This is an optimization exercise on Yosys and OpenROAD, whose aim is small area, a short achievable clock period and few clock cycles, not a production implementation. At most, simulation tests tie the RTL to the original design; equivalence was not proved. No functional check of the RTL was part of runs 4 and 5. Power figures rest on the tool's default switching activity, not on a simulated workload.

### design/flow/design.v
module GP (
    input  logic a, b,
    output logic g, p);
    assign g = a & b;
    assign p = a ^ b;
endmodule
module Maj (
    input  logic a, b, c,
    output logic g);
    assign g = (a & b) | (a & c) | (b & c);
endmodule
module GNode (
    input  logic gh, ph, gl,
    output logic g);
    assign g = gh | (ph & gl);
endmodule
module PGNode (
    input  logic gh, ph, gl, pl,
    output logic g, p);
    assign g = gh | (ph & gl);
    assign p = ph & pl;
endmodule
module Add32 (
    input  logic [31:0] a,
    input  logic [31:0] b,
    input  logic        cin,
    output logic [31:0] s);
    logic [31:0] g [0:5];
    logic [31:0] p [0:5];
    logic [31:0] g0, p0;
    genvar i, l;
    generate
        for (i = 0; i < 32; i++) begin : bit_gp
            GP gp (.a(a[i]), .b(b[i]), .g(g0[i]), .p(p0[i]));
        end
        Maj n0 (.a(a[0]), .b(b[0]), .c(cin), .g(g[0][0]));
        assign p[0][0] = 1'b0;
        for (i = 1; i < 32; i++) begin : bit_in
            assign g[0][i] = g0[i];
            assign p[0][i] = p0[i];
        end
        for (l = 0; l < 5; l++) begin : lvl
            for (i = 0; i < 32; i++) begin : node
                if (((i >> l) & 1) == 0) begin : pass
                    assign g[l+1][i] = g[l][i];
                    assign p[l+1][i] = p[l][i];
                end else if (i < (2 << l)) begin : last
                    GNode n (.gh(g[l][i]), .ph(p[l][i]), .gl(g[l][((i >> l) << l) - 1]),
                             .g(g[l+1][i]));
                    assign p[l+1][i] = 1'b0;
                end else begin : mid
                    PGNode n (.gh(g[l][i]), .ph(p[l][i]), .gl(g[l][((i >> l) << l) - 1]),
                              .pl(p[l][((i >> l) << l) - 1]), .g(g[l+1][i]), .p(p[l+1][i]));
                end
            end
        end
    endgenerate
    assign s = p0 ^ {g[5][30:0], cin};
endmodule
module RdMux #(parameter WIDTH = 32) (
    input  logic [7:1]       sel,
    input  logic [WIDTH-1:0] r1, r2, r3, r4, r5, r6, r7,
    output logic [WIDTH-1:0] q);
    assign q = (r1 & {WIDTH{sel[1]}}) | (r2 & {WIDTH{sel[2]}}) | (r3 & {WIDTH{sel[3]}})
             | (r4 & {WIDTH{sel[4]}}) | (r5 & {WIDTH{sel[5]}}) | (r6 & {WIDTH{sel[6]}})
             | (r7 & {WIDTH{sel[7]}});
endmodule
module Processor #(parameter WIDTH = 32) (
    input  logic               i_clk,
    input  logic               i_reset,
    input  logic [WIDTH-1:0]   i_ReadData,
    output logic               o_memwrite,
    output logic [WIDTH-1:0]   o_WriteData,
    output logic [WIDTH-1:0]   o_Address);
    logic [31:0] rf [1:7];
    logic [15:0] pc;         
    logic        m_ld, m_st, m;            
    logic [31:0] m_ea;                     
    logic [7:1]  m_we;                     
    logic        e_ld, e_st, e_bq;         
    logic        e_sub, e_and, e_or, e_slt;
    logic [7:1]  e_we;                     
    logic [7:1]  e_lw;                     
    logic [2:0]  e_rs, e_rt;
    logic [31:0] opA;
    logic [31:0] opB;                      
    logic [15:0] e_imm;                    
    logic [31:0] sum;
    Add32 add_alu (.a(opA), .b(opB), .cin(e_sub), .s(sum));
    wire         e_ar = ~(e_and | e_or | e_slt);
    wire [31:0]  lg   = ({32{e_and}} & (opA & opB)) | ({32{e_or}} & (opA | opB));
    wire [31:0]  res  = ({32{e_ar}} & sum) | lg | {31'd0, e_slt & sum[31]};
    wire        e_taken = ~m & e_bq & (opA == opB);
    wire [31:0] ea = opA + {16'd0, e_imm};
    wire [15:0] tgt = pc + e_imm;
    wire [31:0] wd   = ({32{~m & e_ar}} & sum) | ({32{~m}} & (lg | {31'd0, e_slt & sum[31]}))
                     | ({32{m}} & i_ReadData);
    wire [7:1]  w_oh = m ? m_we : e_we;
    wire [31:0] ins   = i_ReadData;
    wire [5:0]  op    = ins[31:26];
    wire [5:0]  funct = ins[5:0];
    wire [15:0] imm   = ins[15:0];
    wire        f_v   = ~m & ~e_taken;
    wire        is_r  = (op == 6'h00);
    wire        is_lb = (op == 6'h20);
    wire        is_sb = (op == 6'h28);
    wire        is_bq = (op == 6'h04);
    wire        is_j  = (op == 6'h02);
    wire        re = m | e_st;
    wire [2:0]  ra = m ? e_rs : ins[23:21];
    wire [2:0]  rb = re ? e_rt : ins[18:16];
    logic [7:0] sel_a, sel_b;
    always_comb begin
        sel_a[0] = 1'b0;
        sel_b[0] = 1'b0;
        for (int i = 1; i < 8; i++) begin
            sel_a[i] = ~w_oh[i] & (ra == i[2:0]);
            sel_b[i] = ~w_oh[i] & (rb == i[2:0]);
            sel_a[0] = sel_a[0] | (w_oh[i] & (ra == i[2:0]));
            sel_b[0] = sel_b[0] | (w_oh[i] & (rb == i[2:0]));
        end
    end
    logic [31:0] qa, qb;
    RdMux rd_a (.sel(sel_a[7:1]), .r1(rf[1]), .r2(rf[2]), .r3(rf[3]), .r4(rf[4]),
                .r5(rf[5]), .r6(rf[6]), .r7(rf[7]), .q(qa));
    RdMux rd_b (.sel(sel_b[7:1]), .r1(rf[1]), .r2(rf[2]), .r3(rf[3]), .r4(rf[4]),
                .r5(rf[5]), .r6(rf[6]), .r7(rf[7]), .q(qb));
    wire [31:0] a = ({32{sel_a[0]}} & wd) | qa;
    wire [31:0] b = ({32{sel_b[0]}} & wd) | qb;
    wire f_sub = is_r & ((funct == 6'h22) | (funct == 6'h2A));
    wire n_sub = re ? (m & e_sub) : f_sub;
    wire [15:0] pc1 = pc + 16'd1;
    always_ff @(posedge i_clk) begin
        if (i_reset) begin
            e_ld <= 1'b0;
            e_st <= 1'b0;
            e_bq <= 1'b0;
            e_we <= 7'd0;
            e_lw <= 7'd0;
        end else if (!m) begin
            if (!f_v) begin
                e_ld <= 1'b0;
                e_st <= 1'b0;
                e_bq <= 1'b0;
                e_we <= 7'd0;
                e_lw <= 7'd0;
            end else begin
                e_ld <= is_lb;
                e_st <= is_sb;
                e_bq <= is_bq;
                for (int i = 1; i < 8; i++) begin
                    e_we[i] <= is_r & (ins[13:11] == i[2:0]);
                    e_lw[i] <= is_lb & (ins[18:16] == i[2:0]);
                end
            end
        end
    end
    always_ff @(posedge i_clk) begin
        opA <= a;
        opB <= b ^ {32{n_sub}};
        if (!m) begin
            e_sub <= f_sub;
            e_and <= is_r & (funct == 6'h24);
            e_or  <= is_r & (funct == 6'h25);
            e_slt <= is_r & (funct == 6'h2A);
            e_imm <= imm;
            e_rt  <= ins[18:16];
        end
    end
    always_ff @(posedge i_clk) begin
        if (i_reset || m) begin
            m_ld <= 1'b0;
            m_st <= 1'b0;
            m    <= 1'b0;
        end else begin
            m_ld <= e_ld;
            m_st <= e_st;
            m    <= e_ld | e_st;
        end
    end
    always_ff @(posedge i_clk) begin
        m_ea <= ea;
        m_we <= e_lw;
        e_rs <= ins[23:21];      
    end
    always_ff @(posedge i_clk) begin
        if (i_reset)      pc <= 16'd0;
        else if (e_taken) pc <= tgt;
        else if (m)       pc <= pc;
        else if (is_j)    pc <= imm;
        else              pc <= pc1;
    end
    always_ff @(posedge i_clk) begin
        for (int i = 1; i < 8; i++)
            if (w_oh[i]) rf[i] <= wd;
    end
    assign o_memwrite  = m_st;
    assign o_WriteData = opB;
    assign o_Address   = m ? m_ea : {16'd0, pc};
endmodule
### design/flow/run.sh
#!/bin/bash
# synth_recipe.tcl (not shown) runs the flow's synth.tcl, then flattens the netlist and writes it again
# the make line also repeats each setting of config.mk as NAME=value (left out here)
make -C /OpenROAD-flow-scripts/flow DESIGN_CONFIG=/design/flow/config.mk WORK_HOME=/design/flow/orfs CLKGATE_MAP_FILE= SYNTH_SCRIPT=/design/flow/synth_recipe.tcl finish
### design/flow/config.mk
export PLATFORM = sky130hd
export DESIGN_NAME = Processor
export DESIGN_NICKNAME = Processor
export VERILOG_FILES = /design/flow/design.v
export SDC_FILE = /design/flow/constraint.sdc
export NUM_CORES = 4
export LEC_CHECK = 0
export CAP_MARGIN = 20
export CORE_MARGIN = 2
export CORE_UTILIZATION = 40
export SETUP_SLACK_MARGIN = 3.5
export SLEW_MARGIN = 20
export SYNTH_HIERARCHICAL = 1
export SYNTH_MINIMUM_KEEP_SIZE = 0
### design/flow/constraint.sdc
create_clock -name core_clock -period 7.0 [get_ports {i_clk}]
set_input_delay 1.4000 -clock core_clock [delete_from_list [all_inputs] [get_ports {i_clk}]]
set_output_delay 1.4000 -clock core_clock [all_outputs]
set_load 0.01 [all_outputs]
==> metrics.md, run 1 <==
| Metric | Value |
|---|---|
| Result of the run | `no timing/DRC/antenna violations` |
| Critical path's largest stage delay | `0.65 ns` |
| Total leakage power | `9.31 nW` |
| Total Die Area | `53,000 um^2` |
| Final standard cell utilization of the core | `47.2%` |
| CTS clk-pin slew, worst paths | `0.06 ns` |
| Drt wl/cell | `24.5 um` |
| Number of buffers added by the clock tree synthesis step | `42` |
| Fill count | `4,509` |
| Tightest slew margin relative to the limit | `29.6%` |
| Initial detailed-routing violation count | `1,769` |
| Worst Path Arrival | `3.94 ns` |
| Fraction of final layout cells sized beyond drive strength 1 | `10.7%` |
| Final hold violation count | `0` |
| Worst hold slack across all endpoints | `0.353 ns` |
| Register bit total from synthesis | `388` |
| Number of max-capacitance violations reported | `0` |
| Placement-stage cell area | `22,100 um^2` |
| Vias in the first global route | `15,400` |
| Classification of the worst-slack hold path | `reg -> reg` |
| Number of max-slew violations in the final report | `0` |
| Cell type of the slowest stage on the worst timing path | `clkdlybuf4s50_1` |
| Unique cell type count in the Yosys netlist | `79` |
| Number of nets in the synthesized netlist | `1,967` |
| Maximum number of pins on one net before global-route repair | `44` |
| Remaining global-route overflow | `0` |
| TritonCTS clock tree | `done` |
| Avg Cell Area, Syn | `11.3 um^2` |
| Clock net sink count | `388` |
| First-pass GRT wire length | `94,300 um` |
| Number of instances in the synthesized netlist | `1,803` |
| Max Clock Skew | `0.0164 ns` |
| Diode insertion count for antenna repair | `0` |
| Post-synthesis cell area | `20,500 um^2` |
| Buffer and inverter count on the worst path | `2` |
| Most area-hungry cell type in the Yosys netlist | `edfxtp_1` |
| Final weighted congestion in routability-driven placement | `0.892` |
| Peak ir drop on the vdd network | `0.233 mV` |
| Number of H-tree levels | `2` |
| Area added between synthesis and finish | `16.2%` |
| Post-synth top area share | `36.3%` |
| Data required time at the worst endpoint | `7.46 ns` |
| Final HPWL DP | `39,000 um` |
| Max Root-Sink Buffers | `3` |
| Power density cells | `433 nW/um^2` |
| Startpoint-to-endpoint class of the critical path | `in -> reg` |
| Antenna violations before repair | `1` |
| Post-synthesis sequential area ratio | `50.0%` |
| Y dimension of the die | `230 um` |
| Clock tree root buffer cell | `clkbuf_16` |
| Via count | `15,600` |
| Synth top area cells | `edfxtp_1 36%, dfxtp_1 14%, ha_1 7.8%` |
| Endpoint class of the critical path | `flip-flop` |
| Number of port buffers | `98` |
| Worst-case setup margin in the final layout | `3.52 ns` |
| Top-level I/O count | `99` |
| Largest driver fanout on the critical path | `32` |
| Family of cells with the greatest summed delay on the critical path | `buffers and inverters` |
| Final worst path period share | `49.7%` |
| Number of placement rows | `82` |
| Prevailing post-synth register cell | `edfxtp_1` |
| Yosys warning total | `14` |
| Count of unresolved DRC violations after routing | `0` |
| Total negative setup slack | `0 ns` |
| Total setup violations reported at the end of the flow | `0` |
| Synth async-reset ratio | `0%` |
| Highest clock rate | `288 MHz` |
| Pre-CTS worst setup slack | `2.48 ns` |
| List of cells traversed by the critical path | `clkdlybuf4s50_1 -> mux2_4 -> mux2_1 -> o22ai_2 -> a21oi_4 -> buf_4 -> a21oi_2 -> xnor2_1` |
| Count of TritonRoute iterations in the first routing pass | `8` |
| Floorplan Core Area | `50,400 um^2` |
| Final ANT Viol Nets | `0` |
| Width of the chip | `230 um` |
| Final Net Count | `2,061` |
| Type of origin of the critical path | `primary input` |
| Leading cell type in the layout, fill and taps excluded | `edfxtp_1` |
| Clock latency on the worst-skew pair | `0.58 ns` |
| Sum of routed wire length over all layers | `63,700 um` |
| Starting density of the core | `40.6%` |
| Final std cell area, no fill | `23,800 um^2` |
| RSZ-0062 raised after global routing | `no` |
| Leading cell types in the layout, fill and taps excluded | `247 x edfxtp_1, 139 x dfxtp_1, 135 x a22oi_1, 128 x ha_1, 115 x a21o_1` |
| Final Critical Period | `3.48 ns` |
| Post-synth EDFFs | `247` |
| Combined global-route utilization of all metal layers | `23.4%` |
| Transition at the pin with the smallest max-transition slack | `1.05 ns` |
| Vias per cell | `5.99` |
per-module statistics from Yosys, one instance, submodules excluded:
module,cells inside,copies in the design
Add32,32,1
GNode,1,30
GP,1,32
Maj,1,1
PGNode,2,45
Processor,1320,1
RdMux,149,2
layout make-up:
type	instances	area, um^2	share of cell area, %
sequential	388	10200	43.1
timing repair buffer	142	1390	5.85
tap	672	841	3.54
inverter	82	308	1.30
clock buffer	63	1180	4.96
multi-input combinational	1241	9580	40.3
clock inverter	15	223	0.937
worst register-to-register path, cell delays in order, from the launching register on:
cell and delay (ns):
dfxtp_1 0.54, ha_1 0.34, and2_1 0.15, a21o_1 0.23, a21o_2 0.30, a21o_1 0.20, buf_4 0.20, a21o_1 0.19
xor2_1 0.16, a21oi_1 0.09, o21ai_1 0.52, a21oi_2 0.20, xnor2_1 0.16
cell usage after synthesis, drive strengths merged (3+ instances only):
cell type	number
o21bai	3
nor2b	6
clkbuf	28
edfxtp	247
a31oi	5
a221oi	3
nor4	15
nand3	82
buf	65
and2	65
mux2i	11
o21a	4
xnor2	69
a22o	7
a32oi	4
ha	128
a22oi	135
nor3b	5
a222oi	65
nand2b	39
inv	82
mux2	23
and3	4
nand2	74
or4	3
nor3	30
a21o	116
a211o	6
a211oi	15
dfxtp	141
nand4	6
nor2	74
a221o	31
a21oi	105
o31ai	6
nand3b	3
o21ai	28
xor2	45
stage by stage:
step,instances,power [mW]
6_report,2603,10.3
5_1_grt,2603,10.8
4_1_cts,2598,10.2
3_5_place_dp,2513,7.92
3_3_place_gp,2513,7.84
2_1_floorplan,1803,6.42
sequential cells by signal, summed over array words and instances (netlist names), 3 cells and up:
signal and cells:
rf 224, m_ea 32, opA 32, opB 32, e_imm 16, pc 16, e_lw 7, e_we 7
m_we 7, e_rs 3, e_rt 3
timing repair:
| item | in CTS | in global routing |
|---|---|---|
| setup buffers | 6 | 4 |
| pin swaps | 2 | 3 |
| resized for setup | 10 | 10 |
| hold buffers | 0 | 0 |
| setup endpoints to repair | 94 | 49 |
| gates cloned | 1 | 1 |
power breakdown:
part           leakage, nW  internal, mW  total, mW  switching (mW)
Combinational         5.18          1.57       4.17            2.60
Clock                0.687          1.33       2.26           0.933
Sequential            3.44          3.47       3.86           0.391
kinds of logic (layout without fill, tap and decap cells):
family                   Yosys count  count (layout)  synth area share [%]
buffers and inverters            175             302                  3.91
multiplexers                      34              34                  1.82
XOR/XNOR                         114             114                  4.88
AO/OA/AOI/OAI                    548             549                  20.6
AND/OR/NAND/NOR                  413             413                  10.6
flip-flops                       388             388                  50.0
adder cells (fa/ha/maj)          131             131                  8.08
final timing paths:
path / startpoint / endpoint / slack [ns] / cells past startpoint
worst max register to register: opA[2] / opB[18] / 3.59 / 12
worst max-delay path: i_ReadData[17] / opB[16] / 3.52 / 8
worst min-delay path: e_lw[3] / m_we[3] / 0.35 / 0
worst min register to register: e_lw[3] / m_we[3] / 0.35 / 0
routing by layer:
layer	share of wire [%]	GRT usage [%]	wire, um	up-vias
li1	-	-	-	7096
met1	43	31.6	27200	7630
met2	46	37.8	29200	739
met3	8.4	3.83	5360	123
met4	3.0	9.13	1900	2
met5	0.016	0	10	-
Testbench counts, summed over its fixed seeds: cycles 29,933.
==> inputs of run 2 (changes only) <==
--- a/design/flow/config.mk
+++ b/design/flow/config.mk
@@ -9,5 +9,5 @@
 export CORE_MARGIN = 2
 export CORE_UTILIZATION = 40
-export SETUP_SLACK_MARGIN = 3.5
+export SETUP_SLACK_MARGIN = 4.2
 export SLEW_MARGIN = 20
 export SYNTH_HIERARCHICAL = 1
==> metrics.md, run 2 <==
| Metric | Value |
|---|---|
| Result of the run | `no timing/DRC/antenna violations` |
| Synth Area in Simple Gates | `10.6%` |
| Post-synthesis sequential area ratio | `50.0%` |
| Data required time at the worst endpoint | `5.60 ns` |
| Mux contribution to synthesized area | `1.82%` |
| Total leakage power | `10.4 nW` |
| Global-route track usage on met1 | `35.6%` |
| TritonCTS clock tree | `done` |
| Worst hold slack across all endpoints | `0.353 ns` |
| Worst-case setup margin in the final layout | `3.89 ns` |
| Number of instances in the synthesized netlist | `1,803` |
| First-pass GRT wire length | `103,000 um` |
| Most repeated cell in the gate-level netlist after synthesis | `edfxtp_1` |
| Type of origin of the critical path | `flip-flop` |
| Register bit total from synthesis | `388` |
| Final std cell area, no fill | `26,100 um^2` |
| Final weighted congestion in routability-driven placement | `0.876` |
| Final hold violation count | `0` |
| Share of synthesized cell area in full adder, half adder and majority cells | `8.08%` |
| Startpoint-to-endpoint class of the critical path | `reg -> out` |
| Synth top area cells | `edfxtp_1 36%, dfxtp_1 14%, ha_1 7.8%` |
| Post-synth EDFFs | `247` |
| Clock net sink count | `388` |
| Number of placement rows | `82` |
| Avg Cell Area, Syn | `11.3 um^2` |
| Final worst path period share | `44.5%` |
| Combined global-route utilization of all metal layers | `26.1%` |
| Yosys warning total | `14` |
| Most area-hungry cell type in the Yosys netlist | `edfxtp_1` |
| Antenna violations before repair | `2` |
| Number of port buffers | `98` |
| Clock latency on the worst-skew pair | `0.60 ns` |
| Number of nets in the synthesized netlist | `1,967` |
| Via count | `16,900` |
| Max Root-Sink Buffers | `3` |
| Largest register by flop count | `rf` |
| Starting density of the core | `40.6%` |
| Placement-stage cell area | `22,200 um^2` |
| Combinational family with the most area after synthesis | `compound AO/OA/AOI/OAI gates` |
| Maximum number of pins on one net before global-route repair | `47` |
| Worst Path Arrival | `1.71 ns` |
| Fill count | `4,281` |
| CTS clk-pin slew, worst paths | `0.06 ns` |
| Peak ir drop on the vdd network | `0.203 mV` |
| Total setup violations reported at the end of the flow | `0` |
| Leading cell types in the layout, fill and taps excluded | `247 x edfxtp_1, 132 x a22oi_1, 128 x ha_1, 113 x a21o_1, 99 x dfxtp_1` |
| Max Clock Skew | `0.0371 ns` |
| Vias in the first global route | `16,000` |
| Number of H-tree levels | `2` |
| Final HPWL DP | `39,800 um` |
| Count of TritonRoute iterations in the first routing pass | `9` |
| Endpoint class of the critical path | `output pin` |
| Number of max-slew violations in the final report | `0` |
| Most frequent cells after synthesis | `247 x edfxtp_1, 141 x dfxtp_1, 135 x a22oi_1` |
| Unique cell type count in the Yosys netlist | `79` |
| Post-Synth XOR/XNOR Area | `4.88%` |
| Power density cells | `452 nW/um^2` |
| Fraction of power spent switching nets | `38.7%` |
| Largest driver fanout on the critical path | `7` |
| Count of unresolved DRC violations after routing | `0` |
| Sum of routed wire length over all layers | `72,500 um` |
| Flip-flop count of the largest register, all copies and words added | `224` |
| Prevailing post-synth register cell | `edfxtp_1` |
| Final Net Count | `2,168` |
| Classification of the worst-slack hold path | `reg -> reg` |
| Internal Power | `7.23 mW` |
| GR Layer Usage met2 | `39.9%` |
| Fraction of final layout cells sized beyond drive strength 1 | `23.3%` |
| Proportion of power drawn by the clock network | `20.3%` |
| Net switching power figure | `4.57 mW` |
| Post-synthesis cell area | `20,500 um^2` |
| Highest clock rate | `321 MHz` |
| Y dimension of the die | `230 um` |
| Floorplan Core Area | `50,400 um^2` |
| Pre-CTS worst setup slack | `2.56 ns` |
| RSZ-0062 raised after global routing | `yes` |
| M3 GR Usage | `5.95%` |
| Remaining global-route overflow | `0` |
| Area added between synthesis and finish | `27.5%` |
| Transition at the pin with the smallest max-transition slack | `0.663 ns` |
| Clock tree root buffer cell | `clkbuf_16` |
| Number of max-capacitance violations reported | `0` |
| Synth async-reset ratio | `0%` |
| Gr busiest metal | `met2` |
| Drt wl/cell | `26.7 um` |
| Width of the chip | `230 um` |
| Top-level I/O count | `99` |
| Sequential Power Share | `33.1%` |
| Initial detailed-routing violation count | `2,547` |
| Vias per cell | `6.22` |
| Tightest slew margin relative to the limit | `55.8%` |
| Number of buffers added by the clock tree synthesis step | `42` |
| Final ANT Viol Nets | `0` |
| Final Critical Period | `3.11 ns` |
| Leading cell type in the layout, fill and taps excluded | `edfxtp_1` |
| Total Die Area | `53,000 um^2` |
| Combinational group share of total power | `46.6%` |
| Post-synth top area share | `36.3%` |
| Total negative setup slack | `0 ns` |
| Share of the synthesized area in compound gates (AO/OA/AOI/OAI) | `20.6%` |
| Total Power | `11.8 mW` |
[run 2: critical path, stage by stage, from the launching register on]
cell	delay, ns
dfxtp_4	0.41
buf_12	0.14
buf_12	0.13
mux2_4	0.32
buf_6	0.12
[run 2: power groups by stage]
stage                     registers, mW  logic (mW)  clock network, mW
after global routing               3.92        5.79               2.51
after floorplan                    3.72        2.70                  0
after global placement             3.90        3.99                  0
after CTS                          3.88        4.91               2.42
after detailed placement           3.90        4.06                  0
final                              3.91        5.49               2.39
[run 2: worst paths after layout]
check,endpoint,startpoint,slack (ns),cells past startpoint
worst max-delay path,o_Address[8],m,3.89,4
worst min-delay path,m_we[4],e_lw[4],0.35,0
worst min register to register,m_we[4],e_lw[4],0.35,0
worst max register to register,rf[1][19],e_sub,3.91,11
[run 2: modules after synthesis, one instance, submodules excluded]
module / flops+latches / copies in the design / area (um^2) / cells inside
Add32: 0 / 1 / 280 / 32
GNode: 0 / 30 / 7.51 / 1
GP: 0 / 32 / 12.5 / 1
Maj: 0 / 1 / 11.3 / 1
PGNode: 0 / 45 / 13.8 / 2
Processor: 388 / 1 / 16800 / 1320
RdMux: 0 / 2 / 1080 / 149
[run 2: layout make-up]
| class | count | area (um^2) | share of cell area [%] |
|---|---|---|---|
| Timing Repair Buffer | 237 | 2840 | 10.9 |
| Clock inverter | 24 | 345 | 1.32 |
| Inverter | 82 | 308 | 1.18 |
| Multi-Input combinational cell | 1253 | 10300 | 39.4 |
| Clock buffer | 54 | 1150 | 4.39 |
| Antenna cell | 2 | 5.00 | 0.0192 |
| Tap cell | 672 | 841 | 3.22 |
| Sequential cell | 388 | 10300 | 39.5 |
[run 2: logic make-up after synthesis]
group	Yosys count
AO/OA/AOI/OAI	548
XOR/XNOR	114
adder cells (fa/ha/maj)	131
buffers and inverters	175
flip-flops	388
multiplexers	34
AND/OR/NAND/NOR	413
[run 2: repair_timing]
action	4_1_cts	5_1_grt
hold buffers	0	0
resized for setup	403	116
buffers inserted	52	34
gates cloned	26	5
endpoints found under the setup margin	298	269
pin swaps	56	59
[run 2: layer usage]
metal	routed length, um	vias to the layer above
met5	0	-
met4	2870	0
met3	8130	171
met2	32100	1048
met1	29400	8295
li1	-	7346
[run 2: metrics by stage]
stage | instances | utilization, %
floorplan | 1803 | -
global placement | 2515 | 44.1
detailed placement | 2515 | 44.1
CTS | 2671 | 50.3
global route | 2710 | 51.8
finish | 2712 | 51.8
==> inputs of run 3 (changes only) <==
--- a/design/flow/config.mk
+++ b/design/flow/config.mk
@@ -9,5 +9,5 @@
 export CORE_MARGIN = 2
 export CORE_UTILIZATION = 40
-export SETUP_SLACK_MARGIN = 4.2
+export SETUP_SLACK_MARGIN = 3.8
 export SLEW_MARGIN = 20
 export SYNTH_HIERARCHICAL = 1
==> metrics.md, run 3 <==
| Metric | Value |
|---|---|
| Diode insertion count for antenna repair | `0` |
| Sum of routed wire length over all layers | `64,100 um` |
| Post-synthesis sequential area ratio | `50.0%` |
| Critical path's largest stage delay | `0.53 ns` |
| Family of cells with the greatest summed delay on the critical path | `buffers and inverters` |
| Endpoint class of the critical path | `output pin` |
| Number of max-slew violations in the final report | `0` |
| Worst r2r dst | `opA[0]` |
| Total leakage power | `9.88 nW` |
| Number of port buffers | `98` |
| Leading cell type in the layout, fill and taps excluded | `edfxtp_1` |
| Most frequent cells after synthesis | `247 x edfxtp_1, 141 x dfxtp_1, 135 x a22oi_1` |
| Final worst path period share | `45.3%` |
| Mux contribution to synthesized area | `1.82%` |
| Tightest slew margin relative to the limit | `27.4%` |
| Buffer and inverter count on the worst path | `2` |
| Combinational family with the most area after synthesis | `compound AO/OA/AOI/OAI gates` |
| TritonCTS clock tree | `done` |
| Prevailing post-synth register cell | `edfxtp_1` |
| Post-Synth XOR/XNOR Area | `4.88%` |
| Initial detailed-routing violation count | `1,807` |
| Fraction of final layout cells sized beyond drive strength 1 | `12.3%` |
| Number of H-tree levels | `2` |
| Highest clock rate | `315 MHz` |
| Final weighted congestion in routability-driven placement | `0.892` |
| Area added between synthesis and finish | `18.3%` |
| Yosys warning total | `14` |
| Number of max-capacitance violations reported | `0` |
| Clock latency on the worst-skew pair | `0.58 ns` |
| Avg Cell Area, Syn | `11.3 um^2` |
| Final Critical Period | `3.17 ns` |
| Classification of the worst-slack hold path | `reg -> reg` |
| Most area-hungry cell type in the Yosys netlist | `edfxtp_1` |
| Number of nets in the synthesized netlist | `1,967` |
| Count of unresolved DRC violations after routing | `0` |
| Unique cell type count in the Yosys netlist | `79` |
| Remaining global-route overflow | `0` |
| Via count | `15,800` |
| Largest register by flop count | `rf` |
| Register bit total from synthesis | `388` |
| Non-Filler Instances | `2,622` |
| Post-synthesis cell area | `20,500 um^2` |
| Number of buffers added by the clock tree synthesis step | `42` |
| Antenna violations before repair | `0` |
| Clock tree root buffer cell | `clkbuf_16` |
| Y dimension of the die | `230 um` |
| Starting density of the core | `40.6%` |
| Number of instances in the synthesized netlist | `1,803` |
| Peak ir drop on the vdd network | `0.236 mV` |
| Largest driver fanout on the critical path | `13` |
| Worst setup path start | `m` |
| Synth top area cells | `edfxtp_1 36%, dfxtp_1 14%, ha_1 7.8%` |
| Share of synthesized cell area in full adder, half adder and majority cells | `8.08%` |
| Result of the run | `no timing/DRC/antenna violations` |
| Share of the synthesized area in compound gates (AO/OA/AOI/OAI) | `20.6%` |
| Leading cell types in the layout, fill and taps excluded | `247 x edfxtp_1, 135 x a22oi_1, 134 x dfxtp_1, 128 x ha_1, 114 x a21o_1` |
| Total setup violations reported at the end of the flow | `0` |
| Top-level I/O count | `99` |
| Type of origin of the critical path | `flip-flop` |
| Power density cells | `430 nW/um^2` |
| First-pass GRT wire length | `95,300 um` |
| Clock net sink count | `388` |
| Post-synth top area share | `36.3%` |
| Width of the chip | `230 um` |
| Max Root-Sink Buffers | `3` |
| Final hold violation count | `0` |
| Most repeated cell in the gate-level netlist after synthesis | `edfxtp_1` |
| Synth async-reset ratio | `0%` |
| Total Die Area | `53,000 um^2` |
| Drt wl/cell | `24.4 um` |
| Max Clock Skew | `0.0186 ns` |
| Worst Path Arrival | `1.77 ns` |
| Synth Area in Simple Gates | `10.6%` |
| Final standard cell utilization of the core | `48.0%` |
| Post-synth EDFFs | `247` |
| Vias per cell | `6.01` |
| RSZ-0062 raised after global routing | `yes` |
| R2r setup slk | `3.87 ns` |
| Vias in the first global route | `15,500` |
| Capturing instance or port of the critical path | `o_Address[25]` |
| List of cells traversed by the critical path | `buf_6 -> and2_1 -> clkdlybuf4s50_1` |
| Data required time at the worst endpoint | `5.60 ns` |
| Final ANT Viol Nets | `0` |
| Count of cell instances traversed by the critical path | `3` |
| Count of TritonRoute iterations in the first routing pass | `8` |
| Worst R2R Path Depth | `12` |
| Cell type of the slowest stage on the worst timing path | `clkdlybuf4s50_1` |
| Flip-flop count of the largest register, all copies and words added | `224` |
| Combined global-route utilization of all metal layers | `23.7%` |
| Transition at the pin with the smallest max-transition slack | `1.08 ns` |
| Total negative setup slack | `0 ns` |
| Maximum number of pins on one net before global-route repair | `45` |
| Number of placement rows | `82` |
| Final HPWL DP | `39,000 um` |
| Startpoint-to-endpoint class of the critical path | `reg -> out` |
| Final Net Count | `2,080` |
| Floorplan Core Area | `50,400 um^2` |
| Critical register-to-register path startpoint | `opA[0]` |
| CTS clk-pin slew, worst paths | `0.06 ns` |
| Placed Cells | `2,513` |
-- run 3: per-stage QoR --
step	setup slack, ns	hold slack [ns]	cell area [um^2]	total power [mW]
3_3_place_gp	2.62	0.337	22100	7.84
2_1_floorplan	3.85	0.331	20500	6.42
4_1_cts	3.60	0.354	24000	10.3
5_1_grt	3.76	0.365	24200	10.9
3_5_place_dp	2.48	0.340	22100	7.92
6_report	3.83	0.354	24200	10.4
-- run 3: cell families (layout without fill, tap and decap cells) --
family / after synthesis / after routing
multiplexers: 34 / 34
XOR/XNOR: 114 / 114
AND/OR/NAND/NOR: 413 / 413
flip-flops: 388 / 388
buffers and inverters: 175 / 321
AO/OA/AOI/OAI: 548 / 549
adder cells (fa/ha/maj): 131 / 131
-- run 3: worst min path at each step --
| stage | start | endpoint | cells after the start |
|---|---|---|---|
| after floorplan | e_lw[2] | m_we[2] | 0 |
| after global placement | e_lw[4] | m_we[4] | 0 |
| after detailed placement | e_lw[3] | m_we[3] | 0 |
| after CTS | e_lw[3] | m_we[3] | 0 |
| after global routing | e_lw[4] | m_we[4] | 0 |
| final | e_lw[3] | m_we[3] | 0 |
-- run 3: metal layers --
layer | track usage, % | part of all wire (%) | wire length (um) | vias to the layer above
li1 | - | - | - | 7141
met4 | 9.35 | 3.0 | 1920 | 0
met3 | 3.83 | 8.1 | 5170 | 117
met1 | 32.0 | 43 | 27500 | 7756
met2 | 38.2 | 46 | 29500 | 750
met5 | 0 | 0 | 0 | -
-- run 3: repair_timing --
item                       in CTS  in global routing
resized for setup              49                 41
buffers inserted               16                 12
cloned                          3                  0
hold buffers                    0                  0
pin swaps                       8                 11
setup endpoints to repair     137                103
-- run 3: Yosys stat by module (local to each module, per instance) --
| module | area, um^2 | flops+latches | cells inside | times used |
|---|---|---|---|---|
| Maj | 11.3 | 0 | 1 | 1 |
| Processor | 16800 | 388 | 1320 | 1 |
| GP | 12.5 | 0 | 1 | 32 |
| GNode | 7.51 | 0 | 1 | 30 |
| Add32 | 280 | 0 | 32 | 1 |
| PGNode | 13.8 | 0 | 2 | 45 |
| RdMux | 1080 | 0 | 149 | 2 |
-- run 3: cell type report --
cell class	instances	area [um^2]
inverter	82	308
multi-input combinational	1241	9650
clock inverter	15	223
sequential	388	10300
fill	4462	26200
clock buffer	63	1180
tap	672	841
timing repair buffer	161	1740
-- run 3: power by group --
group / switching (mW) / total (mW) / internal, mW
registers: 0.391 / 3.86 / 3.47
logic: 2.63 / 4.29 / 1.66
clock network: 0.935 / 2.26 / 1.33
total: 3.95 / 10.4 / 6.46
==> inputs of run 4 (changes only) <==
--- a/design/flow/design.v
+++ b/design/flow/design.v
@@ -42,14 +42,14 @@
         for (l = 0; l < 5; l++) begin : lvl
             for (i = 0; i < 32; i++) begin : node
-                if (((i >> l) & 1) == 0) begin : pass
+                if (i < (1 << l)) begin : pass
                     assign g[l+1][i] = g[l][i];
                     assign p[l+1][i] = p[l][i];
                 end else if (i < (2 << l)) begin : last
-                    GNode n (.gh(g[l][i]), .ph(p[l][i]), .gl(g[l][((i >> l) << l) - 1]),
+                    GNode n (.gh(g[l][i]), .ph(p[l][i]), .gl(g[l][i - (1 << l)]),
                              .g(g[l+1][i]));
                     assign p[l+1][i] = 1'b0;
                 end else begin : mid
-                    PGNode n (.gh(g[l][i]), .ph(p[l][i]), .gl(g[l][((i >> l) << l) - 1]),
-                              .pl(p[l][((i >> l) << l) - 1]), .g(g[l+1][i]), .p(p[l+1][i]));
+                    PGNode n (.gh(g[l][i]), .ph(p[l][i]), .gl(g[l][i - (1 << l)]),
+                              .pl(p[l][i - (1 << l)]), .g(g[l+1][i]), .p(p[l+1][i]));
                 end
             end
--- a/design/flow/config.mk
+++ b/design/flow/config.mk
@@ -9,5 +9,5 @@
 export CORE_MARGIN = 2
 export CORE_UTILIZATION = 40
-export SETUP_SLACK_MARGIN = 3.8
+export SETUP_SLACK_MARGIN = 3.9
 export SLEW_MARGIN = 20
 export SYNTH_HIERARCHICAL = 1
==> metrics.md, run 4 <==
| Metric | Value |
|---|---|
| Clock latency on the worst-skew pair | `0.59 ns` |
| Y dimension of the die | `234 um` |
| Data required time at the worst endpoint | `5.60 ns` |
| Flip-flop count of the largest register, all copies and words added | `224` |
| Total Die Area | `54,700 um^2` |
| Classification of the worst-slack hold path | `reg -> reg` |
| Startpoint-to-endpoint class of the critical path | `reg -> out` |
| Prevailing post-synth register cell | `edfxtp_1` |
| Highest clock rate | `314 MHz` |
| Vias per cell | `5.99` |
| Final ANT Viol Nets | `0` |
| Total setup violations reported at the end of the flow | `0` |
| List of cells traversed by the critical path | `buf_12 -> mux2_2 -> dlygate4sd2_1` |
| Final HPWL DP | `46,600 um` |
| Tightest slew margin relative to the limit | `42.3%` |
| Leading cell type in the layout, fill and taps excluded | `edfxtp_1` |
| GR Layer Usage met2 | `41.9%` |
| Post-synthesis cell area | `21,100 um^2` |
| Worst hold slack across all endpoints | `0.349 ns` |
| Number of placement rows | `84` |
| Initial detailed-routing violation count | `1,819` |
| Final Critical Period | `3.19 ns` |
| Antenna violations before repair | `1` |
| Count of TritonRoute iterations in the first routing pass | `8` |
| Largest driver fanout on the critical path | `10` |
| Number of port buffers | `98` |
| Via count | `16,500` |
| TritonCTS clock tree | `done` |
| Largest register by flop count | `rf` |
| Startpoint of the worst hold path | `e_lw[3]` |
| Synth top area cells | `edfxtp_1 35%, dfxtp_1 13%, ha_1 7.6%` |
| Family of cells with the greatest summed delay on the critical path | `buffers and inverters` |
| Type of origin of the critical path | `flip-flop` |
| Number of buffers added by the clock tree synthesis step | `42` |
| Critical register-to-register path startpoint | `m` |
| Power density cells | `262 nW/um^2` |
| Fraction of final layout cells sized beyond drive strength 1 | `13.1%` |
| Yosys warning total | `14` |
| Count of unresolved DRC violations after routing | `0` |
| Final hold violation count | `0` |
| Worst Path Arrival | `1.79 ns` |
| Hold-critical path endpoint | `m_we[3]` |
| Most frequent cells after synthesis | `247 x edfxtp_1, 168 x a21o_1, 141 x dfxtp_1` |
| Synth async-reset ratio | `0%` |
| Number of H-tree levels | `2` |
| Floorplan Core Area | `52,300 um^2` |
| Max Root-Sink Buffers | `3` |
| Remaining global-route overflow | `0` |
| Max Clock Skew | `0.0224 ns` |
| First-pass GRT wire length | `101,000 um` |
| Most repeated cell in the gate-level netlist after synthesis | `edfxtp_1` |
| Buffer and inverter count on the worst path | `2` |
| Final worst path period share | `45.6%` |
| Most area-hungry cell type in the Yosys netlist | `edfxtp_1` |
| Maximum number of pins on one net before global-route repair | `37` |
| Starting density of the core | `40.4%` |
| Clock tree root buffer cell | `clkbuf_16` |
| Drt wl/cell | `25.4 um` |
| Peak ir drop on the vdd network | `0.155 mV` |
| Number of nets in the synthesized netlist | `2,070` |
| Number of max-capacitance violations reported | `0` |
| Hold Path Depth | `0` |
| Endpoint class of the critical path | `output pin` |
| Number of instances in the synthesized netlist | `1,906` |
| Total negative setup slack | `0 ns` |
| Result of the run | `no timing/DRC/antenna violations` |
| Cell type of the slowest stage on the worst timing path | `dfxtp_4` |
| Combined global-route utilization of all metal layers | `25.0%` |
| Register bit total from synthesis | `388` |
| Post-synth EDFFs | `247` |
| Top-level I/O count | `99` |
| Final Net Count | `2,189` |
| Global-route track usage on met1 | `31.7%` |
| Worst R2R Path Depth | `9` |
| RSZ-0062 raised after global routing | `yes` |
| Post-synthesis sequential area ratio | `48.5%` |
| Area added between synthesis and finish | `17.6%` |
| Transition at the pin with the smallest max-transition slack | `0.860 ns` |
| M3 GR Usage | `5.05%` |
| Sum of routed wire length over all layers | `69,700 um` |
| Unique cell type count in the Yosys netlist | `71` |
| Number of max-slew violations in the final report | `0` |
| R2r setup slk | `3.94 ns` |
| Critical path's largest stage delay | `0.41 ns` |
| Clock net sink count | `388` |
| Final weighted congestion in routability-driven placement | `0.954` |
| Worst r2r dst | `opA[23]` |
| Total leakage power | `10.4 nW` |
| CTS clk-pin slew, worst paths | `0.06 ns` |
| Leading cell types in the layout, fill and taps excluded | `247 x edfxtp_1, 168 x a21o_1, 130 x a22oi_1, 128 x ha_1, 122 x dfxtp_1` |
| Vias in the first global route | `16,000` |
| Gr busiest metal | `met2` |
| Post-synth top area share | `35.1%` |
| Width of the chip | `234 um` |
| Avg Cell Area, Syn | `11.1 um^2` |
run 4: cell count changes in the layout (fill, tap and decap cells not counted), sizes merged, moves of 9 or more:
cell,change
clkinv,+12
buf,+17
a21o,+52
nand2,+14
dlymetal6s2s,-17
nor2,-9
and2,+51
clkbuf,-11
run 4: worst max-delay path by stage:
stage	start	endpoint	cells past startpoint
3_3_place_gp	i_ReadData[28]	opB[26]	6
3_5_place_dp	i_ReadData[28]	opB[25]	6
6_report	m	o_Address[5]	3
5_1_grt	m	o_Address[5]	3
4_1_cts	m	o_Address[14]	4
2_1_floorplan	i_ReadData[17]	opB[18]	8
run 4: modules after synthesis (local to each module, per instance):
module     copies in the design  cell area (um^2)
Add32                         1               280
GNode                        30              7.51
GP                           32              12.5
Maj                           1              11.3
PGNode                       94              13.8
Processor                     1             16700
RdMux                         2              1080
run 4: kinds of logic after synthesis:
family	count (synthesis)	share of synthesized area, %
xor+xnor	119	4.93
mux	38	2.01
flops	388	48.5
buf+inv	173	3.76
compound gates	592	21.4
simple gates	465	11.6
fa+ha+maj	131	7.82
run 4: power breakdown:
part           total [mW]  switching [mW]  internal, mW
clock                2.20           0.963          1.24
sequential           2.84           0.126          2.71
combinational        1.47           0.920         0.548
total                6.51            2.01          4.50
run 4: per-layer routing:
layer | wire length [um] | vias to the layer above
li1 | - | 7520
met1 | 28400 | 8103
met2 | 33300 | 709
met3 | 5500 | 118
met4 | 2460 | 0
met5 | 0 | -
run 4: per-stage QoR:
stage	cell area, um^2	std cells	util (%)	setup slack, ns	power, mW
global placement	22800	2636	43.6	2.56	4.26
finish	24900	2748	47.5	3.81	6.51
detailed placement	22800	2636	43.6	2.53	4.28
CTS	24600	2732	47.0	3.68	6.50
floorplan	21100	1906	-	3.91	3.73
global route	24900	2747	47.5	3.78	6.74
run 4: cell type report:
| type | instances | area [um^2] |
|---|---|---|
| well taps | 688 | 861 |
| clock buffers | 50 | 1080 |
| flip-flops and latches | 388 | 10300 |
| multi-input cells | 1347 | 10300 |
| repair buffers | 163 | 1710 |
| fillers | 4730 | 27500 |
| diodes | 1 | 2.50 |
| inverters | 83 | 312 |
| clock inverters | 28 | 270 |
run 4: timing repair:
item                                    4_1_cts  5_1_grt
hold endpoints to repair                      0        0
endpoints found under the setup margin      143       82
gates cloned                                  4        3
resized for setup                           137       38
pin swaps                                     5        7
hold buffers                                  0        0
buffers inserted                             14       12
run 4: worst reg2reg max path, delay by kind of cell (launching register included):
kind	cells	cell delay (ns)
buffers and inverters	4	1.00
and+or+nand+nor	2	0.97
muxes	1	0.36
DFF	1	0.41
AOI/OAI and AO/OA	2	0.26
==> inputs of run 5 (changes only) <==
==> design/flow/flow/run.sh (new file) <==
#!/bin/bash
# The standard layout (the standard.sh, synthesis included, unchanged),
# except that the port buffers that buffer_ports inserts are buf_4 cells
# rather than the delay cells it picks by default.
set -euo pipefail
export BUFFER_PORTS_ARGS="-buffer_cell sky130_fd_sc_hd__buf_4"
bash standard.sh > standard.log 2>&1
==> design/flow/standard.sh (new file) <==
#!/bin/bash
# synth_recipe.tcl (not shown) runs the flow's synth.tcl, then flattens the netlist and writes it again
# the make line also repeats each setting of config.mk as NAME=value (left out here)
make -C /OpenROAD-flow-scripts/flow DESIGN_CONFIG=/design/flow/config.mk WORK_HOME=/design/flow/orfs CLKGATE_MAP_FILE= SYNTH_SCRIPT=/design/flow/synth_recipe.tcl "${@:-finish}"
--- a/design/flow/config.mk
+++ b/design/flow/config.mk
@@ -9,5 +9,5 @@
 export CORE_MARGIN = 2
 export CORE_UTILIZATION = 40
-export SETUP_SLACK_MARGIN = 3.9
+export SETUP_SLACK_MARGIN = 4.2
 export SLEW_MARGIN = 20
 export SYNTH_HIERARCHICAL = 1
removed: design/flow/run.sh
==> metrics.md, run 5 <==
| Metric | Value |
|---|---|
| Family of cells with the greatest summed delay on the critical path | `flip-flops` |
| Final Net Count | `2,239` |
| Largest register by flop count | `rf` |
| Total negative setup slack | `0 ns` |
| Startpoint of the worst hold path | `e_lw[1]` |
| Width of the chip | `234 um` |
| Final weighted congestion in routability-driven placement | `1.03` |
| Power density cells | `257 nW/um^2` |
| Post-synth EDFFs | `247` |
| Combinational group share of total power | `24.4%` |
| Avg Cell Area, Syn | `11.1 um^2` |
| Unique cell type count in the Yosys netlist | `71` |
| Worst r2r dst | `rf[7][0]` |
| Startpoint-to-endpoint class of the critical path | `reg -> out` |
| Number of placement rows | `84` |
| Net switching power figure | `2.09 mW` |
| Number of max-slew violations in the final report | `0` |
| Data required time at the worst endpoint | `5.60 ns` |
| Final Critical Period | `3.04 ns` |
| Worst R2R Path Depth | `10` |
| Remaining global-route overflow | `0` |
| Diode insertion count for antenna repair | `0` |
| TritonCTS clock tree | `done` |
| Final hold violation count | `0` |
| Fraction of power spent switching nets | `31.2%` |
| Transition at the pin with the smallest max-transition slack | `0.757 ns` |
| Number of nets in the synthesized netlist | `2,070` |
| Max Root-Sink Buffers | `3` |
| Classification of the worst-slack hold path | `reg -> reg` |
| Result of the run | `no timing/DRC/antenna violations` |
| Worst hold slack across all endpoints | `0.353 ns` |
| Synth async-reset ratio | `0%` |
| Clock tree root buffer cell | `clkbuf_16` |
| Leading cell type in the layout, fill and taps excluded | `edfxtp_1` |
| List of cells traversed by the critical path | `buf_12 -> buf_16 -> mux2_4 -> buf_6` |
| First-pass GRT wire length | `105,000 um` |
| Worst-case setup margin in the final layout | `3.96 ns` |
| Most frequent cells after synthesis | `247 x edfxtp_1, 168 x a21o_1, 141 x dfxtp_1` |
| Number of port buffers | `98` |
| Floorplan Core Area | `52,300 um^2` |
| Max Clock Skew | `0.0292 ns` |
| Flip-flop count of the largest register, all copies and words added | `224` |
| Placed Cells | `2,636` |
| Fraction of final layout cells sized beyond drive strength 1 | `24.2%` |
| Post-synth top area share | `35.1%` |
| Post-synthesis cell area | `21,100 um^2` |
| CTS clk-pin slew, worst paths | `0.07 ns` |
| Via count | `17,100` |
| Pre-CTS worst setup slack | `3.02 ns` |
| Top-level I/O count | `99` |
| Total setup violations reported at the end of the flow | `0` |
| Critical register-to-register path startpoint | `opB[8]` |
| Vias in the first global route | `16,300` |
| Final std cell area, no fill | `26,100 um^2` |
| Number of buffers added by the clock tree synthesis step | `42` |
| Total leakage power | `10.7 nW` |
| Tightest slew margin relative to the limit | `49.0%` |
| Final worst path period share | `43.5%` |
| Buffer and inverter count on the worst path | `3` |
| Largest driver fanout on the critical path | `4` |
| Vias per cell | `6.11` |
| Non-Filler Instances | `2,797` |
| Initial detailed-routing violation count | `2,256` |
| Highest clock rate | `328 MHz` |
| Maximum number of pins on one net before global-route repair | `37` |
| Critical path's largest stage delay | `0.38 ns` |
| Hold-critical path endpoint | `m_we[1]` |
| Count of unresolved DRC violations after routing | `0` |
| Register bit total from synthesis | `388` |
| Sequential Power Share | `42.9%` |
| Combined global-route utilization of all metal layers | `25.8%` |
| Cell type of the slowest stage on the worst timing path | `dfxtp_4` |
| Area added between synthesis and finish | `23.5%` |
| Starting density of the core | `40.4%` |
| Endpoint class of the critical path | `output pin` |
| Number of max-capacitance violations reported | `0` |
| Drt wl/cell | `26.7 um` |
| Post-synthesis sequential area ratio | `48.5%` |
| Antenna violations before repair | `0` |
| Internal Power | `4.61 mW` |
| Hold Path Depth | `0` |
| Leading cell types in the layout, fill and taps excluded | `247 x edfxtp_1, 164 x a21o_1, 154 x buf_4, 129 x a22oi_1, 115 x and2_1` |
| Type of origin of the critical path | `flip-flop` |
| Clock net sink count | `388` |
| Most repeated cell in the gate-level netlist after synthesis | `edfxtp_1` |
| Placement-stage cell area | `22,600 um^2` |
| Number of instances in the synthesized netlist | `1,906` |
| Most area-hungry cell type in the Yosys netlist | `edfxtp_1` |
| Proportion of power drawn by the clock network | `32.6%` |
| Y dimension of the die | `234 um` |
| Sum of routed wire length over all layers | `74,600 um` |
| R2r setup slk | `4.14 ns` |
| Count of TritonRoute iterations in the first routing pass | `6` |
| Peak ir drop on the vdd network | `0.163 mV` |
| Number of H-tree levels | `2` |
| Final ANT Viol Nets | `0` |
| Clock latency on the worst-skew pair | `0.59 ns` |
| Prevailing post-synth register cell | `edfxtp_1` |
| Yosys warning total | `14` |
| RSZ-0062 raised after global routing | `yes` |
| Total Die Area | `54,700 um^2` |
| Worst Path Arrival | `1.64 ns` |
| Synth top area cells | `edfxtp_1 35%, dfxtp_1 13%, ha_1 7.6%` |
| Final HPWL DP | `47,600 um` |
[run 5: cell counts after synthesis]
No cell type changed its count.
[run 5: timing repair]
| item | in CTS | in global routing |
|---|---|---|
| resized for setup | 169 | 106 |
| gates cloned | 6 | 8 |
| pin swaps | 16 | 43 |
| setup buffers | 34 | 35 |
| hold buffers | 0 | 0 |
| endpoints found under the setup margin | 254 | 146 |
[run 5: worst max-delay path by stage]
stage          cells after the start             to           start
6_report                           4   o_Address[3]               m
5_1_grt                            3  o_Address[14]               m
4_1_cts                            4   o_Address[3]               m
3_5_place_dp                       6        opB[17]  i_ReadData[27]
3_3_place_gp                       6        opB[23]  i_ReadData[27]
2_1_floorplan                      9         opB[0]  i_ReadData[17]
[run 5: cell families after synthesis]
kind of cell / share of synthesized area [%]
AOI/OAI and AO/OA: 21.4
xor gates and xnor gates: 4.93
adders and majority gates: 7.82
buffers and inverters: 3.76
DFF: 48.5
muxes: 2.01
and+or+nand+nor: 11.6
[run 5: through the flow]
step	util [%]	total power, mW
after global routing	49.9	6.94
after CTS	47.9	6.59
after floorplan	-	3.73
after global placement	43.2	4.26
final	49.9	6.70
after detailed placement	43.2	4.27
[run 5: per-module statistics from Yosys, one instance, submodules excluded, a selection]
| module | cells inside | times used | flip-flops and latches | area [um^2] |
|---|---|---|---|---|
| Add32 | 32 | 1 | 0 | 280 |
| GNode | 1 | 30 | 0 | 7.51 |
| GP | 1 | 32 | 0 | 12.5 |
| PGNode | 2 | 94 | 0 | 13.8 |
| Processor | 1325 | 1 | 388 | 16700 |
| RdMux | 149 | 2 | 0 | 1080 |
[run 5: area by class of cell]
cell class | count | area (um^2)
inverters | 83 | 315
clock inverters | 22 | 191
clock buffers | 56 | 1160
well taps | 688 | 861
repair buffers | 213 | 2210
fillers | 4618 | 26200
flip-flops and latches | 388 | 10400
multi-input cells | 1347 | 11000
[run 5: metal layers]
| layer | part of all wire, % | global-route usage [%] | up-vias |
|---|---|---|---|
| li1 | - | - | 7609 |
| met1 | 40 | 34.0 | 8477 |
| met2 | 49 | 42.9 | 873 |
| met3 | 8.8 | 4.52 | 128 |
| met4 | 3.0 | 8.78 | 0 |
| met5 | 0 | 0 | - |
[run 5: power groups by stage]
stage	clock (mW)	combinational [mW]	sequential [mW]
4_1_cts	2.22	1.51	2.86
6_report	2.19	1.64	2.88
2_1_floorplan	0	0.903	2.83
5_1_grt	2.31	1.75	2.88
3_3_place_gp	0	1.37	2.89
3_5_place_dp	0	1.38	2.89
==> inputs of run 6 (changes only) <==
--- a/design/flow/design.v
+++ b/design/flow/design.v
@@ -42,14 +42,14 @@
         for (l = 0; l < 5; l++) begin : lvl
             for (i = 0; i < 32; i++) begin : node
-                if (i < (1 << l)) begin : pass
+                if (((i >> l) & 1) == 0) begin : pass
                     assign g[l+1][i] = g[l][i];
                     assign p[l+1][i] = p[l][i];
                 end else if (i < (2 << l)) begin : last
-                    GNode n (.gh(g[l][i]), .ph(p[l][i]), .gl(g[l][i - (1 << l)]),
+                    GNode n (.gh(g[l][i]), .ph(p[l][i]), .gl(g[l][((i >> l) << l) - 1]),
                              .g(g[l+1][i]));
                     assign p[l+1][i] = 1'b0;
                 end else begin : mid
-                    PGNode n (.gh(g[l][i]), .ph(p[l][i]), .gl(g[l][i - (1 << l)]),
-                              .pl(p[l][i - (1 << l)]), .g(g[l+1][i]), .p(p[l+1][i]));
+                    PGNode n (.gh(g[l][i]), .ph(p[l][i]), .gl(g[l][((i >> l) << l) - 1]),
+                              .pl(p[l][((i >> l) << l) - 1]), .g(g[l+1][i]), .p(p[l+1][i]));
                 end
             end
@@ -76,5 +76,5 @@
     logic [15:0] pc;         
     logic        m_ld, m_st, m;            
-    logic [31:0] m_ea;                     
+    logic [31:0] addr;                     
     logic [7:1]  m_we;                     
     logic        e_ld, e_st, e_bq;         
@@ -180,14 +180,19 @@
     end
     always_ff @(posedge i_clk) begin
-        m_ea <= ea;
         m_we <= e_lw;
         e_rs <= ins[23:21];      
     end
-    always_ff @(posedge i_clk) begin
-        if (i_reset)      pc <= 16'd0;
-        else if (e_taken) pc <= tgt;
-        else if (m)       pc <= pc;
-        else if (is_j)    pc <= imm;
-        else              pc <= pc1;
+    logic [15:0] pc_n;
+    always_comb begin
+        if (i_reset)      pc_n = 16'd0;
+        else if (e_taken) pc_n = tgt;
+        else if (m)       pc_n = pc;
+        else if (is_j)    pc_n = imm;
+        else              pc_n = pc1;
+    end
+    wire m_n = ~i_reset & ~m & (e_ld | e_st);
+    always_ff @(posedge i_clk) begin
+        pc   <= pc_n;
+        addr <= m_n ? ea : {16'd0, pc_n};
     end
     always_ff @(posedge i_clk) begin
@@ -197,4 +202,4 @@
     assign o_memwrite  = m_st;
     assign o_WriteData = opB;
-    assign o_Address   = m ? m_ea : {16'd0, pc};
-endmodule
+    assign o_Address   = addr;
+endmodule
--- a/design/flow/config.mk
+++ b/design/flow/config.mk
@@ -9,5 +9,5 @@
 export CORE_MARGIN = 2
 export CORE_UTILIZATION = 40
-export SETUP_SLACK_MARGIN = 4.2
+export SETUP_SLACK_MARGIN = 4.3
 export SLEW_MARGIN = 20
 export SYNTH_HIERARCHICAL = 1
==> metrics.md, run 6 <==
| Metric | Value |
|---|---|
| Largest driver fanout on the critical path | `8` |
| Combined global-route utilization of all metal layers | `26.6%` |
| Worst r2r dst | `rf[6][23]` |
| Critical register-to-register path startpoint | `e_sub` |
| Max Clock Skew | `0.0222 ns` |
| Data required time at the worst endpoint | `7.35 ns` |
| Sum of routed wire length over all layers | `73,300 um` |
| Type of origin of the critical path | `flip-flop` |
| Endpoint class of the critical path | `flip-flop` |
| Y dimension of the die | `230 um` |
| Remaining global-route overflow | `0` |
| Post-synth top area share | `36.3%` |
| Final worst path period share | `43.3%` |
| Result of the run | `no timing/DRC/antenna violations` |
| Fill count | `4,408` |
| Hold Path Depth | `0` |
| Worst Path Arrival | `3.38 ns` |
| Startpoint of the worst hold path | `e_lw[6]` |
| Most frequent cells after synthesis | `247 x edfxtp_1, 141 x dfxtp_1, 130 x a22oi_1` |
| Yosys warning total | `14` |
| Final hold violation count | `0` |
| Via count | `16,800` |
| Clock latency on the worst-skew pair | `0.59 ns` |
| Count of TritonRoute iterations in the first routing pass | `6` |
| Number of instances in the synthesized netlist | `1,819` |
| Total Die Area | `52,900 um^2` |
| Number of nets in the synthesized netlist | `1,983` |
| Number of port buffers | `98` |
| Avg Cell Area, Syn | `11.2 um^2` |
| Area added between synthesis and finish | `24.6%` |
| Initial detailed-routing violation count | `2,334` |
| Number of max-slew violations in the final report | `0` |
| Post-synth EDFFs | `247` |
| Synth async-reset ratio | `0%` |
| Diode insertion count for antenna repair | `0` |
| Synth top area cells | `edfxtp_1 36%, dfxtp_1 14%, ha_1 7.8%` |
| Fraction of final layout cells sized beyond drive strength 1 | `26.6%` |
| Count of unresolved DRC violations after routing | `0` |
| Leading cell type in the layout, fill and taps excluded | `edfxtp_1` |
| Highest clock rate | `330 MHz` |
| Final ANT Viol Nets | `0` |
| Most repeated cell in the gate-level netlist after synthesis | `edfxtp_1` |
| Classification of the worst-slack hold path | `reg -> reg` |
| Floorplan Core Area | `50,300 um^2` |
| Power density cells | `351 nW/um^2` |
| Register bit total from synthesis | `388` |
| Final standard cell utilization of the core | `50.7%` |
| Top-level I/O count | `99` |
| Number of max-capacitance violations reported | `0` |
| Prevailing post-synth register cell | `edfxtp_1` |
| Transition at the pin with the smallest max-transition slack | `0.879 ns` |
| Number of H-tree levels | `2` |
| Vias per cell | `6.20` |
| Tightest slew margin relative to the limit | `41.2%` |
| Total negative setup slack | `0 ns` |
| Post-synthesis sequential area ratio | `50.1%` |
| Total setup violations reported at the end of the flow | `0` |
| Starting density of the core | `40.7%` |
| TritonCTS clock tree | `done` |
| Maximum number of pins on one net before global-route repair | `62` |
| Antenna violations before repair | `0` |
| RSZ-0062 raised after global routing | `yes` |
| Vias in the first global route | `16,300` |
| Hold-critical path endpoint | `m_we[6]` |
| Final Net Count | `2,169` |
| Final weighted congestion in routability-driven placement | `0.954` |
| Leading cell types in the layout, fill and taps excluded | `247 x edfxtp_1, 162 x buf_4, 123 x ha_1, 109 x a21o_1, 106 x nand2_1` |
| Final Critical Period | `3.03 ns` |
| Clock net sink count | `388` |
| Final HPWL DP | `42,700 um` |
| Worst R2R Path Depth | `10` |
| R2r setup slk | `3.97 ns` |
| Width of the chip | `230 um` |
| Number of buffers added by the clock tree synthesis step | `42` |
| Clock tree root buffer cell | `clkbuf_16` |
| Number of placement rows | `82` |
| Most area-hungry cell type in the Yosys netlist | `edfxtp_1` |
| Unique cell type count in the Yosys netlist | `76` |
| Startpoint-to-endpoint class of the critical path | `reg -> reg` |
| Max Root-Sink Buffers | `3` |
| Hold-fix buffer count after cts | `0` |
| Total leakage power | `10.1 nW` |
| CTS clk-pin slew, worst paths | `0.06 ns` |
| Flip-flop count of the largest register, all copies and words added | `224` |
| Peak ir drop on the vdd network | `0.220 mV` |
| Largest register by flop count | `rf` |
| Post-synthesis cell area | `20,400 um^2` |
| Drt wl/cell | `27.0 um` |
| First-pass GRT wire length | `104,000 um` |
[run 6: modules after synthesis, one instance, submodules excluded]
module	area (um^2)	times used	flops+latches
Add32	280	1	0
GNode	7.51	30	0
GP	12.5	32	0
Maj	11.3	1	0
PGNode	13.8	45	0
Processor	16700	1	388
RdMux	1080	2	0
[run 6: cell type report]
cell class / instances / area (um^2) / share of cell area, %
inverters: 87 / 328 / 1.29
clock inverters: 18 / 292 / 1.14
repair buffers: 216 / 2060 / 8.09
clock buffers: 60 / 1190 / 4.67
well taps: 672 / 841 / 3.30
multi-input cells: 1270 / 10400 / 41.0
flip-flops and latches: 388 / 10300 / 40.5
[run 6: cell families (layout without fill, tap and decap cells)]
kind of cell	count (synthesis)	after routing	share of synthesized area [%]
compound gates	555	568	20.7
simple gates	431	432	10.8
xor+xnor	107	107	4.58
mux	32	32	1.68
buf+inv	175	381	4.05
fa+ha+maj	131	131	8.08
flops	388	388	50.1
[run 6: metrics by stage]
stage                     cells  instance area (um^2)  setup WS (ns)  hold slack (ns)  power (mW)
after detailed placement   2532                 22100           2.92            0.337        5.47
final                      2711                 25500           3.97            0.349        8.93
after global routing       2711                 25500           3.91            0.356        9.23
after global placement     2532                 22100           2.95            0.336        5.42
after floorplan            1819                 20800           4.16            0.331        4.63
after CTS                  2666                 24800           3.92            0.350        8.53
[run 6: worst max-delay path: stages (launching register included)]
cell,delay (ns)
edfxtp_1,0.41
maj3_2,0.35
a21o_1,0.20
a21o_4,0.21
a21o_4,0.24
a21o_4,0.27
buf_6,0.14
a21o_1,0.18
xor2_2,0.16
a221o_2,0.46
buf_4,0.17
[run 6: per-layer routing]
layer	global-route usage [%]	routed length, um	vias up
met1	35.8	29900	8293
met2	42.6	33600	952
met5	0	0	-
met3	5.12	7520	164
li1	-	-	7388
met4	9.46	2340	0
[run 6: worst max-delay path by stage]
stage / start / end / slack, ns / cells after the start
floorplan: i_ReadData[27] / opB[30] / 4.16 / 7
global placement: i_ReadData[17] / opB[31] / 2.95 / 8
detailed placement: i_ReadData[17] / opB[31] / 2.92 / 8
CTS: e_sub / opA[0] / 3.92 / 11
global route: e_sub / opB[23] / 3.91 / 11
finish: e_sub / rf[6][23] / 3.97 / 10
[run 6: report_power, final]
group	internal (mW)	switching, mW	leakage [nW]	total, mW
clock network	1.45	0.949	0.721	2.40
registers	2.95	0.220	3.43	3.17
logic	1.47	1.90	5.97	3.37
[run 6: what timing repair did]
action	4_1_cts	5_1_grt
cloned	14	3
pin swaps	74	80
setup endpoints to repair	295	254
buffers inserted	42	42
resized for setup	131	87
Testbench counts of run 6, summed over its fixed seeds: cycles 29,933.
==> inputs of run 7 (changes only) <==
--- a/design/flow/config.mk
+++ b/design/flow/config.mk
@@ -9,5 +9,5 @@
 export CORE_MARGIN = 2
 export CORE_UTILIZATION = 40
-export SETUP_SLACK_MARGIN = 4.3
+export SETUP_SLACK_MARGIN = 4.2
 export SLEW_MARGIN = 20
 export SYNTH_HIERARCHICAL = 1
==> metrics.md, run 7 <==
| Metric | Value |
|---|---|
| List of cells traversed by the critical path | `maj3_2 -> a21o_1 -> a21o_4 -> a21o_4 -> buf_12 -> a21o_4 -> a21o_1 -> xor2_2 -> a221o_2 -> buf_6` |
| Highest clock rate | `326 MHz` |
| Width of the chip | `230 um` |
| Floorplan Core Area | `50,300 um^2` |
| Leading cell types in the layout, fill and taps excluded | `247 x edfxtp_1, 135 x buf_4, 130 x a22oi_1, 127 x ha_1, 109 x a21o_1` |
| Via count | `16,400` |
| Number of H-tree levels | `2` |
| Y dimension of the die | `230 um` |
| Flip-flop count of the largest register, all copies and words added | `224` |
| Number of instances in the synthesized netlist | `1,819` |
| Clock tree root buffer cell | `clkbuf_16` |
| Prevailing post-synth register cell | `edfxtp_1` |
| Vias per cell | `6.12` |
| Unique cell type count in the Yosys netlist | `76` |
| Avg Cell Area, Syn | `11.2 um^2` |
| Largest register by flop count | `rf` |
| Number of placement rows | `82` |
| Synth top area cells | `edfxtp_1 36%, dfxtp_1 14%, ha_1 7.8%` |
| Endpoint class of the critical path | `flip-flop` |
| Total setup violations reported at the end of the flow | `0` |
| Top-level I/O count | `99` |
| Family of cells with the greatest summed delay on the critical path | `compound AO/OA/AOI/OAI gates` |
| Tightest slew margin relative to the limit | `55.5%` |
| Maximum number of pins on one net before global-route repair | `44` |
| R2r setup slk | `3.93 ns` |
| Fill count | `4,514` |
| Critical path's largest stage delay | `0.47 ns` |
| Number of nets in the synthesized netlist | `1,983` |
| Final standard cell utilization of the core | `49.2%` |
| Count of unresolved DRC violations after routing | `0` |
| Yosys warning total | `14` |
| Leading cell type in the layout, fill and taps excluded | `edfxtp_1` |
| Final Critical Period | `3.07 ns` |
| Buffer and inverter count on the worst path | `2` |
| Post-synth top area share | `36.3%` |
| Max Root-Sink Buffers | `3` |
| Clock latency on the worst-skew pair | `0.58 ns` |
| Peak ir drop on the vdd network | `0.187 mV` |
| Routed met2 length | `32,000 um` |
| Number of max-capacitance violations reported | `0` |
| Post-synthesis sequential area ratio | `50.1%` |
| Type of origin of the critical path | `flip-flop` |
| Most frequent cells after synthesis | `247 x edfxtp_1, 141 x dfxtp_1, 130 x a22oi_1` |
| Vias in the first global route | `16,100` |
| Drt wl/cell | `26.0 um` |
| Wire length on met3 | `6950 um` |
| Remaining global-route overflow | `0` |
| Power density cells | `351 nW/um^2` |
| Result of the run | `no timing/DRC/antenna violations` |
| Largest driver fanout on the critical path | `8` |
| Number of max-slew violations in the final report | `0` |
| Number of buffers added by the clock tree synthesis step | `42` |
| Transition at the pin with the smallest max-transition slack | `0.649 ns` |
| Most repeated cell in the gate-level netlist after synthesis | `edfxtp_1` |
| Total Die Area | `52,900 um^2` |
| Post-synthesis cell area | `20,400 um^2` |
| CTS clk-pin slew, worst paths | `0.06 ns` |
| Uppermost routed layer | `met4` |
| Fraction of final layout cells sized beyond drive strength 1 | `22.5%` |
| Total negative setup slack | `0 ns` |
| Combined global-route utilization of all metal layers | `25.4%` |
| Final ANT Viol Nets | `0` |
| Final hold violation count | `0` |
| Worst Path Arrival | `3.41 ns` |
| Final worst path period share | `43.9%` |
| Final Net Count | `2,133` |
| Data required time at the worst endpoint | `7.34 ns` |
| Startpoint-to-endpoint class of the critical path | `reg -> reg` |
| Hold-fix buffer count after cts | `0` |
| Classification of the worst-slack hold path | `reg -> reg` |
| Cell type with the highest occurrence count on the critical path | `a21o_4` |
| M1 wire length | `29,100 um` |
| Placed Cells | `2,532` |
| Cell type of the slowest stage on the worst timing path | `edfxtp_1` |
| Count of TritonRoute iterations in the first routing pass | `8` |
| Post-synth EDFFs | `247` |
| Final weighted congestion in routability-driven placement | `0.908` |
| Antenna violations before repair | `1` |
| Area added between synthesis and finish | `20.9%` |
| Register bit total from synthesis | `388` |
| Number of port buffers | `98` |
| Total leakage power | `9.90 nW` |
| Starting density of the core | `40.7%` |
| Non-Filler Instances | `2,676` |
| TritonCTS clock tree | `done` |
| Most area-hungry cell type in the Yosys netlist | `edfxtp_1` |
| RSZ-0062 raised after global routing | `yes` |
| Initial detailed-routing violation count | `2,159` |
| Final HPWL DP | `42,300 um` |
| Sum of routed wire length over all layers | `69,600 um` |
| Synth async-reset ratio | `0%` |
| First-pass GRT wire length | `101,000 um` |
| Clock net sink count | `388` |
| Max Clock Skew | `0.0201 ns` |
-- run 7: cell counts after synthesis --
Identical to the previous run, type by type.
-- run 7: repair_timing --
action	4_1_cts	5_1_grt
endpoints found under the setup margin	255	253
pin swaps	45	55
buffers inserted	36	19
gates resized for setup	94	77
cloned	6	4
-- run 7: modules after synthesis, one instance, submodules excluded --
module / cells / cell area (um^2) / flops+latches
Add32: 32 / 280 / 0
GNode: 1 / 7.51 / 0
GP: 1 / 12.5 / 0
Maj: 1 / 11.3 / 0
PGNode: 2 / 13.8 / 0
Processor: 1336 / 16700 / 388
RdMux: 149 / 1080 / 0
-- run 7: area by class of cell --
| type | count | area [um^2] | share of cell area, % |
|---|---|---|---|
| Timing Repair Buffer | 187 | 1790 | 7.24 |
| Sequential cell | 388 | 10300 | 41.7 |
| Clock buffer | 55 | 1170 | 4.74 |
| Clock inverter | 23 | 303 | 1.22 |
| Tap cell | 672 | 841 | 3.40 |
| Antenna cell | 1 | 2.50 | 0.0101 |
| Inverter | 87 | 328 | 1.33 |
| Multi-Input combinational cell | 1263 | 9990 | 40.4 |
-- run 7: cell families after synthesis --
family / count (synthesis) / share of synthesized area (%)
AOI/OAI and AO/OA: 555 / 20.7
and+or+nand+nor: 431 / 10.8
DFF: 388 / 50.1
buffers and inverters: 175 / 4.05
adders and majority gates: 131 / 8.08
xor gates and xnor gates: 107 / 4.58
muxes: 32 / 1.68
-- run 7: path summary, 6_finish.rpt --
kind / from / end / cells past startpoint
worst max-delay path: e_sub / rf[4][21] / 10
worst min-delay path: e_lw[3] / m_we[3] / 0
worst max register to register: e_sub / rf[4][21] / 10
worst min register to register: e_lw[3] / m_we[3] / 0
-- run 7: stage by stage --
stage	hold slack, ns	power (mW)	area [um^2]	setup WS [ns]
5_1_grt	0.360	9.00	24700	3.90
6_report	0.352	8.68	24700	3.93
3_3_place_gp	0.337	5.40	21900	3.08
4_1_cts	0.352	8.37	24200	3.87
3_5_place_dp	0.339	5.45	21900	3.01
2_1_floorplan	0.331	4.61	20500	4.16
-- run 7: power by group --
part           internal (mW)  switching, mW
sequential              2.94          0.225
clock                   1.41          0.954
combinational           1.38           1.77
-- run 7: layer usage --
metal / track usage, % / vias to the layer above
met4: 6.96 / 0
met2: 40.7 / 872
met5: 0 / -
met3: 4.79 / 114
li1: - / 7292
met1: 35.3 / 8102

Setup slack of run 7, layout unchanged: 3.930 ns with ideal ports, 3.930 ns with driving cells assumed (clock clkbuf_16, inputs buf_2), 3.563 ns with port delays also shifted by the 0.634 ns mid clock arrival.
